This is an optimization exercise on Yosys and OpenROAD, whose aim is small area and a short achievable clock period, not a production implementation. Function was not checked in any run shown here: the RTL went through the layout flow alone. Power and IR drop assume default switching activity.

==> flow/design.v <==
module cpu8(clk,rst,IR,Data_in,PC,MW_out,Address,Data_out,R0d,R1d,R2d,R3d,R4d,R5d,R6d,R7d);
input clk,rst;
input [15:0] IR;
input [7:0] Data_in;
output [7:0] PC;
output MW_out;
output [7:0] Address,Data_out,R0d,R1d,R2d,R3d,R4d,R5d,R6d,R7d;
reg [7:0] PC;
reg [7:0] R0d,R1d,R2d,R3d,R4d,R5d,R6d,R7d;
wire [2:0] DA = IR[8:6];
wire [2:0] AA = IR[5:3];
wire [2:0] BA = IR[2:0];
wire MB = IR[15];
wire MD = IR[13];
wire RW = ~IR[14];
wire MW = IR[14] & ~IR[15];
wire PL = IR[14] & IR[15];
wire JB = IR[13];
wire BC = IR[9];
wire [3:0] FS = {IR[12:10], ~PL & IR[9]};
wire [7:0] Rf [0:7];
assign Rf[0] = R0d; assign Rf[1] = R1d; assign Rf[2] = R2d; assign Rf[3] = R3d;
assign Rf[4] = R4d; assign Rf[5] = R5d; assign Rf[6] = R6d; assign Rf[7] = R7d;
wire [7:0] sela = 8'd1 << AA;
wire [7:0] selb = 8'd1 << BA;
reg [7:0] A, Bd;
integer ri;
always @(*) begin
	A = 8'h00; Bd = 8'h00;
	for (ri = 0; ri < 8; ri = ri + 1) begin
		A = A | (Rf[ri] & {8{sela[ri]}});
		Bd = Bd | (Rf[ri] & {8{selb[ri]}});
	end
end
wire [7:0] B = MB ? {5'b00000, IR[2:0]} : Bd;
wire [7:0] X = FS[2] ? (FS[1] ? 8'hFF : ~B) : (FS[1] ? B : 8'h00);
wire [8:0] S9 = {A, 1'b1} + {X, FS[0]};
wire [7:0] S = S9[8:1];
reg [3:0] tt;
always @(*) begin
	case (FS[1:0])
	2'd0: tt = 4'b1000;    
	2'd1: tt = 4'b1110;    
	2'd2: tt = 4'b0110;    
	default: tt = 4'b0011;  
	endcase
end
wire [7:0] Bs = FS[1] ? (FS[0] ? 8'h00 : {B[6:0], 1'b0}) : (FS[0] ? {1'b0, B[7:1]} : B);
wire [7:0] L;
genvar gl;
generate for (gl = 0; gl < 8; gl = gl + 1) begin : lu
	assign L[gl] = FS[2] ? Bs[gl] : tt[{A[gl], B[gl]}];
end endgenerate
wire [7:0] G = FS[3] ? L : S;
wire [7:0] BusD = MD ? Data_in : G;
wire WE = RW & ~rst;
always @(posedge clk) begin
	if (WE && DA == 3'd0) R0d <= BusD;
	if (WE && DA == 3'd1) R1d <= BusD;
	if (WE && DA == 3'd2) R2d <= BusD;
	if (WE && DA == 3'd3) R3d <= BusD;
	if (WE && DA == 3'd4) R4d <= BusD;
	if (WE && DA == 3'd5) R5d <= BusD;
	if (WE && DA == 3'd6) R6d <= BusD;
	if (WE && DA == 3'd7) R7d <= BusD;
end
assign MW_out = MW & ~rst;
assign Address = A;
assign Data_out = B;
wire Zb = ~|G;
wire Nb = G[7];
wire jump = PL & JB;
wire branch = PL & ~JB & (BC ? Nb : Zb);
wire [7:0] ic;
assign ic[0] = 1'b1;
genvar gi;
generate for (gi = 1; gi < 8; gi = gi + 1) begin : inc
	assign ic[gi] = ic[gi-1] & PC[gi-1];
end endgenerate
wire [7:0] PC_inc = PC ^ ic;
wire [7:0] PC_br = PC + {2'b00, IR[8:6], IR[2:0]};
wire sj = ~rst & jump;
wire sb = ~rst & branch;
wire si = ~rst & ~jump & ~branch;
always @(posedge clk)
	PC <= ({8{sj}} & A) | ({8{sb}} & PC_br) | ({8{si}} & PC_inc);
endmodule
==> flow/flow/run.sh <==
#!/bin/bash
# Layout flow: the standard ORFS flow (standard.sh) with these changes:
#  - synthesis leaves adders to ABC (no half/full adder cell extraction), so
#    the carry logic is mapped for delay together with the rest; registers
#    are the same as in the standard synthesis
#  - plain buffers (not delay cells) on the ports; the smallest one on ports
#    driven straight by registers (R0d..R7d, PC)
#  - a clock tree of clkbuf_8 without dummy loads
#  - timing repair by resizing and pin swaps only (no buffer insertion)
# Every tool's output is in the ORFS logs under orfs/logs; make's in standard.log.
set -o pipefail
export ADDER_MAP_FILE=
export BUFFER_PORTS_ARGS="-buffer_cell sky130_fd_sc_hd__buf_2"
export POST_GLOBAL_PLACE_TCL=$(pwd)/flow/small_out_bufs.tcl
export SETUP_MOVE_SEQUENCE="unbuffer,sizeup,swap"
export CTS_ARGS="-sink_clustering_enable -repair_clock_nets -dont_use_dummy_load -buf_list sky130_fd_sc_hd__clkbuf_8"
bash standard.sh finish > standard.log 2>&1
==> flow/flow/small_out_bufs.tcl <==
# Ports fed straight from registers (R0d..R7d, PC) are not timing-critical:
# give them the smallest buffer instead of the one buffer_ports used.
set db [ord::get_db]
set block [ord::get_db_block]
set small [$db findMaster sky130_fd_sc_hd__buf_1]
set n 0
foreach bt [$block getBTerms] {
  if {![regexp {^(R[0-7]d|PC)\[} [$bt getName]]} { continue }
  set net [$bt getNet]
  if {$net eq "NULL"} { continue }
  foreach it [$net getITerms] {
    if {[$it isOutputSignal]} {
      set inst [$it getInst]
      if {[[$inst getMaster] getName] eq "sky130_fd_sc_hd__buf_2"} { $inst swapMaster $small; incr n }
    }
  }
}
puts "small_out_bufs: $n output buffers resized to buf_1"
==> flow/standard.sh <==
#!/bin/bash
# synth_recipe.tcl (not shown) runs the flow's synth.tcl, then flattens the netlist and writes it again
# the make line also repeats each setting of config.mk as NAME=value (left out here)
make -C /OpenROAD-flow-scripts/flow DESIGN_CONFIG=/design/flow/config.mk WORK_HOME=/design/flow/orfs CLKGATE_MAP_FILE= SYNTH_SCRIPT=/design/flow/synth_recipe.tcl "${@:-finish}"
==> flow/config.mk <==
export PLATFORM = sky130hd
export DESIGN_NAME = cpu8
export DESIGN_NICKNAME = cpu8
export VERILOG_FILES = /design/flow/design.v
export SDC_FILE = /design/flow/constraint.sdc
export NUM_CORES = 4
export LEC_CHECK = 0
export ABC_AREA = 1
export CAP_MARGIN = 20
export CORE_MARGIN = 2
export CORE_UTILIZATION = 40
export SETUP_SLACK_MARGIN = 2.75
export SLEW_MARGIN = 20
==> flow/constraint.sdc <==
create_clock -name core_clock -period 7.0 [get_ports {clk}]
set_input_delay 1.4000 -clock core_clock [delete_from_list [all_inputs] [get_ports {clk}]]
set_output_delay 1.4000 -clock core_clock [all_outputs]
set_load 0.01 [all_outputs]
==> results of run 1 <==
## state kept, by name (all words and copies together) (netlist names)
register	count
R1d	8
R4d	8
R7d	8
PC	8
R5d	8
R2d	8
R3d	8
R0d	8
R6d	8
## cell families (layout without fill, tap and decap cells)
kind of cell | Yosys count | after routing | share of synthesized area (%)
DFF | 72 | 72 | 39.76
buffers and inverters | 119 | 226 | 9.391
xor gates and xnor gates | 15 | 15 | 2.509
and+or+nand+nor | 430 | 430 | 37.49
AOI/OAI and AO/OA | 91 | 91 | 10.85
## placed cells by master, fill, tap and decap left out, types with 3 or more instances in the layout
cell,Yosys,routed
edfxtp_1,64,64
nand3_1,76,75
buf_1,0,72
clkinv_1,4,4
nand4_1,35,35
o21ai_1,3,5
o21ai_0,31,28
o211ai_1,8,8
buf_4,8,3
a31oi_1,4,4
clkbuf_8,0,9
o2bb2ai_1,5,5
o22ai_1,8,8
buf_2,6,38
xnor2_1,4,4
inv_2,16,16
a21oi_1,16,16
xor2_1,11,11
nand3_2,10,11
nand2_2,17,20
nor2_2,4,5
dfxtp_1,8,8
nor2_1,71,69
a211oi_1,3,3
inv_1,79,76
nand2_1,208,204
## metrics by stage
step           hold slack, ns  power [mW]  setup slack (ns)
2_1_floorplan          0.5644      0.7186             3.276
3_3_place_gp           0.5831      0.8157             2.029
3_5_place_dp           0.5984      0.8144             1.996
4_1_cts                0.6125       1.066             2.784
5_1_grt                0.6461       1.126             2.685
6_report               0.6184       1.074             2.825
## layer usage
metal | wire length, um | vias to the layer above | GRT usage, %
met5 | 0 | - | 0
met4 | 601 | 0 | 10.42
met3 | 1556 | 43 | 5.068
met2 | 8975 | 293 | 44.98
met1 | 8327 | 2643 | 35.34
li1 | - | 2665 | -
## worst max-delay path: cells and delay by family
family	cells	cell delay (ns)
and+or+nand+nor	5	0.78
buffers and inverters	4	0.45
AOI/OAI and AO/OA	2	0.12
## power breakdown
part	total, mW	internal, mW	switching, mW
Sequential	0.499	0.488	0.0119
Combinational	0.320	0.0957	0.224
Clock	0.254	0.115	0.140
## area by class of cell
class	instances	area (sq um)	share of cell area, %
Clock buffer	9	123.9	2.046
Inverter	99	381.6	6.304
Multi-Input combinational cell	536	2703	44.65
Sequential cell	72	2082	34.39
Tap cell	172	215.2	3.555
Timing Repair Buffer	118	548.0	9.053
## worst max-delay path by stage
stage	slack, ns	end	cells past startpoint	from
detailed placement	2.00	R3d[7]	19	IR[1]
global placement	2.03	R5d[7]	19	IR[1]
global route	2.69	Data_out[5]	9	IR[0]
finish	2.83	Data_out[7]	11	IR[0]
floorplan	3.28	Data_out[7]	7	IR[0]
CTS	2.78	Data_out[7]	11	IR[0]
## timing repair
| item | CTS | global route |
|---|---|---|
| resized for setup | 12 | 21 |
| endpoints found under the setup margin | 48 | 38 |
| pin swaps | 1 | 2 |
==> flow_summary.toml, run 1 <==
[timing]
final_hold_viol_count = 0
setup-tns-final_ns = 0
slew_headroom_pct = 28.87
clock_skew_ns = 0.02362
finalSetupViolations = 0
slew_viol_final = 0
max_freq_mhz = 239.5
min_period_ns = 4.175
finalCritPeriodShare_pct = 59.64
rsz0062_at_grt = "true"
worstMarginPinSlew_ns = 1.063

[cells_and_area]
final_cell_count_no_fill = 1006
postLayoutCellArea_sq_um = 6053
area_growth_pct = 15.60
final_layout_size_suffix_gt1_share_pct = 14.63
fin_util_pct = 47.58
diodes = 0
fillers = 1346
nNetsFinal = 862

[setup_path]
worstPathCellList = "buf_12 > nor2_4 > nand2_2 > inv_2 > nand2_1 > o21ai_1 > a21oi_1 > nand3b_1 > nand2_2 > inv_2 > buf_6"
reg2regPathDepth = 15
endpoint_kind = "primary output"
cp.required_ns = 5.60
worst_r2r_endpoint = "R6d[4]"
cp_slowest_cell = "nor2_4"
critPathKind = "input pin to primary output"
rr_startpoint = "R7d[2]"
critical-path-max-stage-delay_ns = 0.29
cp_max_fo = 26
timing.reg2reg.setup_slack_ns = 4.07
cp-start-kind = "input pin"
cp.arrival_ns = 2.77

[floorplan]
ioPinCount = 115
fp.dieW_um = 118.4
die_area_sq_um = 14020
rows = 41
initial_core_util_pct = 41.16
fp.coreArea_sq_um = 12720
die_h_um = 118.4

[global_routing]
grt_max_degree = 27
grt-ovfl-total = 0
grt_pass1_wl_um = 29380
grt_pass1_vias = 5345
antenna_found_initial = 0
grt_usage_pct = 27.21

[cts]
clk_pin_slew_ns = 0.06
cts_tree = "built"
clk_latency_ns = 0.36
postCtsSetupBuffers = 0
clock_sinks = 72
clockBufferDepth = 2
ctsHoldBuffers = 0
cts_made_buffers = 9
root_buffer = "clkbuf_8"
htreeDepth = 3

[power_and_ir_drop]
ir_worst_vdd_v = 0.00008829
powerDensity_nw_per_um2 = 177.4
p_leak_nw = 2.766

[routing]
wl_um = 19460
drc = 0
drt_pass1_iterations = 6
dr_total_vias = 5644
via_per_inst = 5.610
route.detailed.wl_per_inst_um = 19.34
drtAntennaViolNets = 0
drtIter0Drc = 632

[yosys]
netlist_area_sq_um = 5236
ys_top_cells_by_area = "edfxtp_1 (37%), nand2_1 (15%), nand3_1 (7.3%)"
synth_flop_cell = "edfxtp_1"
yosysTopAreaCell = "edfxtp_1"
synth_edf_count = 64
ys_ff_latch = 72
async_reset_ff_share_pct = 0
synthTopCellsByCount = "nand2_1 (208), inv_1 (79), nand3_1 (76), nor2_1 (71), edfxtp_1 (64)"
ys.warnings.count = 1
yosysTopAreaCellShare_pct = 36.70
synth_nets = 753
synth.most_common_cell = "nand2_1"
ys_types = 39
syn_avg_cell_area_sq_um = 7.203
synth_cells = 727
ys_seq_area_share_pct = 39.76

[run_status]
outcome = "no timing/DRC/antenna violations"

[placed_design]
dp.cells = 996
hpwl_um = 15090
io_buffer_count = 114
placed_cell_area_sq_um = 5834

[flow_run]
cap_viol_max_count = 0

[worst_hold_path]
hold_end = "PC[0]"
hold_path.class = "flip-flop to flip-flop"
hp-start = "PC[0]"
hold_path_depth = 3
==> run 2: changes to the inputs <==
--- a/flow/design.v
+++ b/flow/design.v
@@ -18,40 +18,39 @@
 wire JB = IR[13];
 wire BC = IR[9];
 wire [3:0] FS = {IR[12:10], ~PL & IR[9]};
-wire [7:0] Rf [0:7];
-assign Rf[0] = R0d; assign Rf[1] = R1d; assign Rf[2] = R2d; assign Rf[3] = R3d;
-assign Rf[4] = R4d; assign Rf[5] = R5d; assign Rf[6] = R6d; assign Rf[7] = R7d;
-wire [7:0] sela = 8'd1 << AA;
-wire [7:0] selb = 8'd1 << BA;
 reg [7:0] A, Bd;
-integer ri;
 always @(*) begin
-	A = 8'h00; Bd = 8'h00;
-	for (ri = 0; ri < 8; ri = ri + 1) begin
-		A = A | (Rf[ri] & {8{sela[ri]}});
-		Bd = Bd | (Rf[ri] & {8{selb[ri]}});
-	end
+	case (AA)
+	3'd0: A = R0d; 3'd1: A = R1d; 3'd2: A = R2d; 3'd3: A = R3d;
+	3'd4: A = R4d; 3'd5: A = R5d; 3'd6: A = R6d; default: A = R7d;
+	endcase
+	case (BA)
+	3'd0: Bd = R0d; 3'd1: Bd = R1d; 3'd2: Bd = R2d; 3'd3: Bd = R3d;
+	3'd4: Bd = R4d; 3'd5: Bd = R5d; 3'd6: Bd = R6d; default: Bd = R7d;
+	endcase
 end
 wire [7:0] B = MB ? {5'b00000, IR[2:0]} : Bd;
-wire [7:0] X = FS[2] ? (FS[1] ? 8'hFF : ~B) : (FS[1] ? B : 8'h00);
+wire xff = FS[3] ? (FS[2:0] == 3'b011) : (FS[2] & FS[1]);
+wire xinv = ~FS[3] & FS[2] & ~FS[1];
+wire xzero = ~FS[3] & ~FS[2] & ~FS[1];
+wire [7:0] X = xff ? 8'hFF : xzero ? 8'h00 : (B ^ {8{xinv}});
 wire [8:0] S9 = {A, 1'b1} + {X, FS[0]};
 wire [7:0] S = S9[8:1];
-reg [3:0] tt;
+wire [7:0] p = A ^ X;
+wire [7:0] g = A & X;
+reg [7:0] G;
 always @(*) begin
-	case (FS[1:0])
-	2'd0: tt = 4'b1000;    
-	2'd1: tt = 4'b1110;    
-	2'd2: tt = 4'b0110;    
-	default: tt = 4'b0011;  
+	case (FS)
+	4'b1000: G = g;
+	4'b1001: G = p | g;
+	4'b1010, 4'b1011: G = p;
+	4'b1100: G = B;
+	4'b1101: G = {1'b0, B[7:1]};
+	4'b1110: G = {B[6:0], 1'b0};
+	4'b1111: G = 8'h00;
+	default: G = S;
 	endcase
 end
-wire [7:0] Bs = FS[1] ? (FS[0] ? 8'h00 : {B[6:0], 1'b0}) : (FS[0] ? {1'b0, B[7:1]} : B);
-wire [7:0] L;
-genvar gl;
-generate for (gl = 0; gl < 8; gl = gl + 1) begin : lu
-	assign L[gl] = FS[2] ? Bs[gl] : tt[{A[gl], B[gl]}];
-end endgenerate
-wire [7:0] G = FS[3] ? L : S;
 wire [7:0] BusD = MD ? Data_in : G;
 wire WE = RW & ~rst;
 always @(posedge clk) begin
==> run 2 against run 1 <==
  * Clock power increased by 3%
  * Die area increased by 0.60%
  * Sequential power about the same
  * Power decreased by 0.19%
  * Setup slack got worse by 0.082 ns
  * Count of clock-buffer cells in the layout unchanged
==> flow_summary.toml, run 2 <==
[cells_and_area]
final_cell_count_no_fill = 990
nNetsFinal = 846
layout_common_cells = "nand2_1 (146), inv_1 (106), nor2_1 (84)"
fin_util_pct = 48.59
area_growth_pct = 17.34
diodes = 0
fillers = 1348
seq_area_sq_um = 2082
final_common_cell = "nand2_1"
final_layout_size_suffix_gt1_share_pct = 17.11
multi_input_area_sq_um = 2756

[setup_path]
rr_startpoint = "R1d[1]"
timing.critical_path.mode_cell = "inv_2"
cp.required_ns = 5.60
cp.arrival_ns = 2.86
reg2regPathDepth = 24
cp-start-kind = "input pin"
critical-path-max-stage-delay_ns = 0.28
timing.reg2reg.setup_slack_ns = 4.05
cp_max_fo = 9
endpoint_kind = "primary output"
critPathKind = "input pin to primary output"
cp_slowest_cell = "a211oi_1"
worst_r2r_endpoint = "PC[1]"
worstPathCellList = "clkbuf_4 > inv_2 > nand3_2 > inv_2 > a211oi_1 > nand2_1 > nor2_2 > inv_1 > buf_2"

[routing]
wl_um = 18800
via_per_inst = 5.594
drtIter0Drc = 558
drt_pass1_iterations = 6
drtAntennaViolNets = 0
dr_total_vias = 5538
drc = 0
route.detailed.wl_per_inst_um = 18.99

[power_and_ir_drop]
sw_frac_of_total_pct = 34.82
p_seq_share_pct = 46.3
internal_power_uw = 698.7
fin_total_pwr_mw = 1.072
p_leak_nw = 2.809
p_sw_uw = 373.2
powerDensity_nw_per_um2 = 173.4
ir_worst_vdd_v = 0.00007898
p_clk_share_pct = 24.4
comb_power_share_pct = 29.3

[floorplan]
ioPinCount = 115
die_area_sq_um = 14110
fp.coreArea_sq_um = 12720
fp.dieW_um = 118.8
initial_core_util_pct = 41.41
die_h_um = 118.8
rows = 41

[yosys]
yosysTopAreaCell = "edfxtp_1"
ys_types = 42
synth_flop_cell = "edfxtp_1"
async_reset_ff_share_pct = 0
synthTopCellsByCount = "nand2_1 (147), inv_1 (106), nor2_1 (87), edfxtp_1 (64), nand3_1 (64)"
netlist_area_sq_um = 5269
yosysTopAreaCellShare_pct = 36.48
ys.warnings.count = 1
synth.most_common_cell = "nand2_1"
ys_top_cells_by_area = "edfxtp_1 (36%), nand2_1 (10%), inv_1 (7.6%)"
syn_avg_cell_area_sq_um = 7.484
synth_cells = 704
ys_ff_latch = 72
ys_seq_area_share_pct = 39.52
synth_nets = 730
synth_edf_count = 64

[timing]
setup_slack_ns = 2.744
worstMarginPinSlew_ns = 1.111
min_period_ns = 4.257
rsz0062_at_grt = "true"
max_freq_mhz = 234.9
setup-tns-final_ns = 0
slew_viol_final = 0
slew_headroom_pct = 25.64
finalCritPeriodShare_pct = 60.81
final_hold_viol_count = 0
clock_skew_ns = 0.01962
finalSetupViolations = 0

[cts]
root_buffer = "clkbuf_8"
postCtsSetupBuffers = 0
clk_pin_slew_ns = 0.08
htreeDepth = 3
clk_latency_ns = 0.36
ctsHoldBuffers = 0
clock_sinks = 72
cts_made_buffers = 9
cts_tree = "built"
clockBufferDepth = 2

[worst_hold_path]
hold_path.class = "flip-flop to flip-flop"
hold_path_depth = 3
hp-start = "PC[0]"
hold_end = "PC[0]"

[global_routing]
grt_usage_pct = 26.39
grt_pass1_vias = 5159
grt_pass1_wl_um = 28390
grt-ovfl-total = 0
antenna_found_initial = 0
grt_max_degree = 19

[placed_design]
hpwl_um = 14180
dp.cells = 980
place_worst_setup_slack_ns = 2.172
io_buffer_count = 114

[run_status]
outcome = "no timing/DRC/antenna violations"

[flow_run]
cap_viol_max_count = 0
==> run 2: kinds of logic (layout without fill, tap and decap cells) <==
| family | count (synthesis) | after routing | synth area share [%] |
|---|---|---|---|
| XOR/XNOR | 14 | 14 | 2.327 |
| buffers and inverters | 134 | 248 | 10.62 |
| AND/OR/NAND/NOR | 392 | 392 | 36.36 |
| flip-flops | 72 | 72 | 39.52 |
| AO/OA/AOI/OAI | 92 | 92 | 11.18 |
==> run 2: layout make-up <==
class,count,share of cell area (%)
Multi-Input combinational cell,498,44.59
Sequential cell,72,33.68
Timing Repair Buffer,116,8.622
Inverter,123,7.630
Tap cell,172,3.481
Clock buffer,9,2.004
==> run 2: what timing repair did <==
action / CTS / global route
resized for setup: 7 / 31
endpoints found under the setup margin: 41 / 76
pin swaps: 0 / 3
==> run 2: metrics by stage <==
step	hold slack, ns	instance area, sq um
2_1_floorplan	0.5644	5269
3_3_place_gp	0.5918	5972
3_5_place_dp	0.5941	5882
4_1_cts	0.6279	6021
5_1_grt	0.6545	6182
6_report	0.6114	6182
==> run 2: worst max-delay path, delay by kind of cell <==
kind                   cells  cell delay (ns)
buffers and inverters      5             0.69
and+or+nand+nor            3             0.48
AOI/OAI and AO/OA          1             0.28
==> run 2: worst max-delay path by stage <==
| stage | startpoint | to | slack, ns | depth (start not counted) |
|---|---|---|---|---|
| after floorplan | IR[5] | Address[7] | 3.25 | 8 |
| after global placement | IR[2] | R6d[3] | 2.22 | 21 |
| after detailed placement | IR[2] | R4d[4] | 2.17 | 21 |
| after CTS | IR[5] | Address[7] | 2.59 | 9 |
| after global routing | IR[2] | PC[5] | 2.72 | 28 |
| final | IR[5] | Address[6] | 2.74 | 9 |
==> run 2: metal layers <==
| layer | wire (um) | global-route usage [%] | vias up |
|---|---|---|---|
| met5 | 0 | 0 | - |
| met4 | 608 | 10.42 | 0 |
| met3 | 1735 | 3.764 | 50 |
| met2 | 8397 | 40.34 | 325 |
| met1 | 8056 | 37.60 | 2571 |
| li1 | - | - | 2592 |
==> run 2: power by group through the flow <==
stage	Sequential, mW	Clock (mW)	Combinational [mW]
after floorplan	0.507	0	0.207
after global placement	0.506	0	0.296
after detailed placement	0.506	0	0.296
after CTS	0.497	0.260	0.298
after global routing	0.498	0.273	0.344
final	0.497	0.261	0.314

-- separate check: timing with driven ports --
The results above use ideal ports. As a check the final layouts listed here were re-extracted and re-timed, cells and wires unchanged. Step 1 assumes that a clkbuf_16 drives the clock port and a buf_2 every other input. Step 2 moves the port delays by t, midway between the first and last clock arrival at a register: inputs arrive t later, outputs are due t later. That takes back most of the time a late clock gives input paths. Three values: no drivers, after step 1, after step 2; two values: the first two.
run | shift t [ns] | setup slack, ns | hold slack, ns | worst register clock-pin slew, ns
run 1 | 0.384 | 2.825 / 2.779 / 2.639 | 0.618 / 0.618 / 0.618 | 0.08 / 0.08
run 2 | 0.382 | 2.744 / 2.717 / 2.559 | 0.611 / 0.611 / 0.611 | 0.08 / 0.08
After both steps setup and hold are still met in every run listed. For run 1, which loses most, drivers alone change the setup slack by -0.046 ns; drivers and shift together by -0.186 ns.
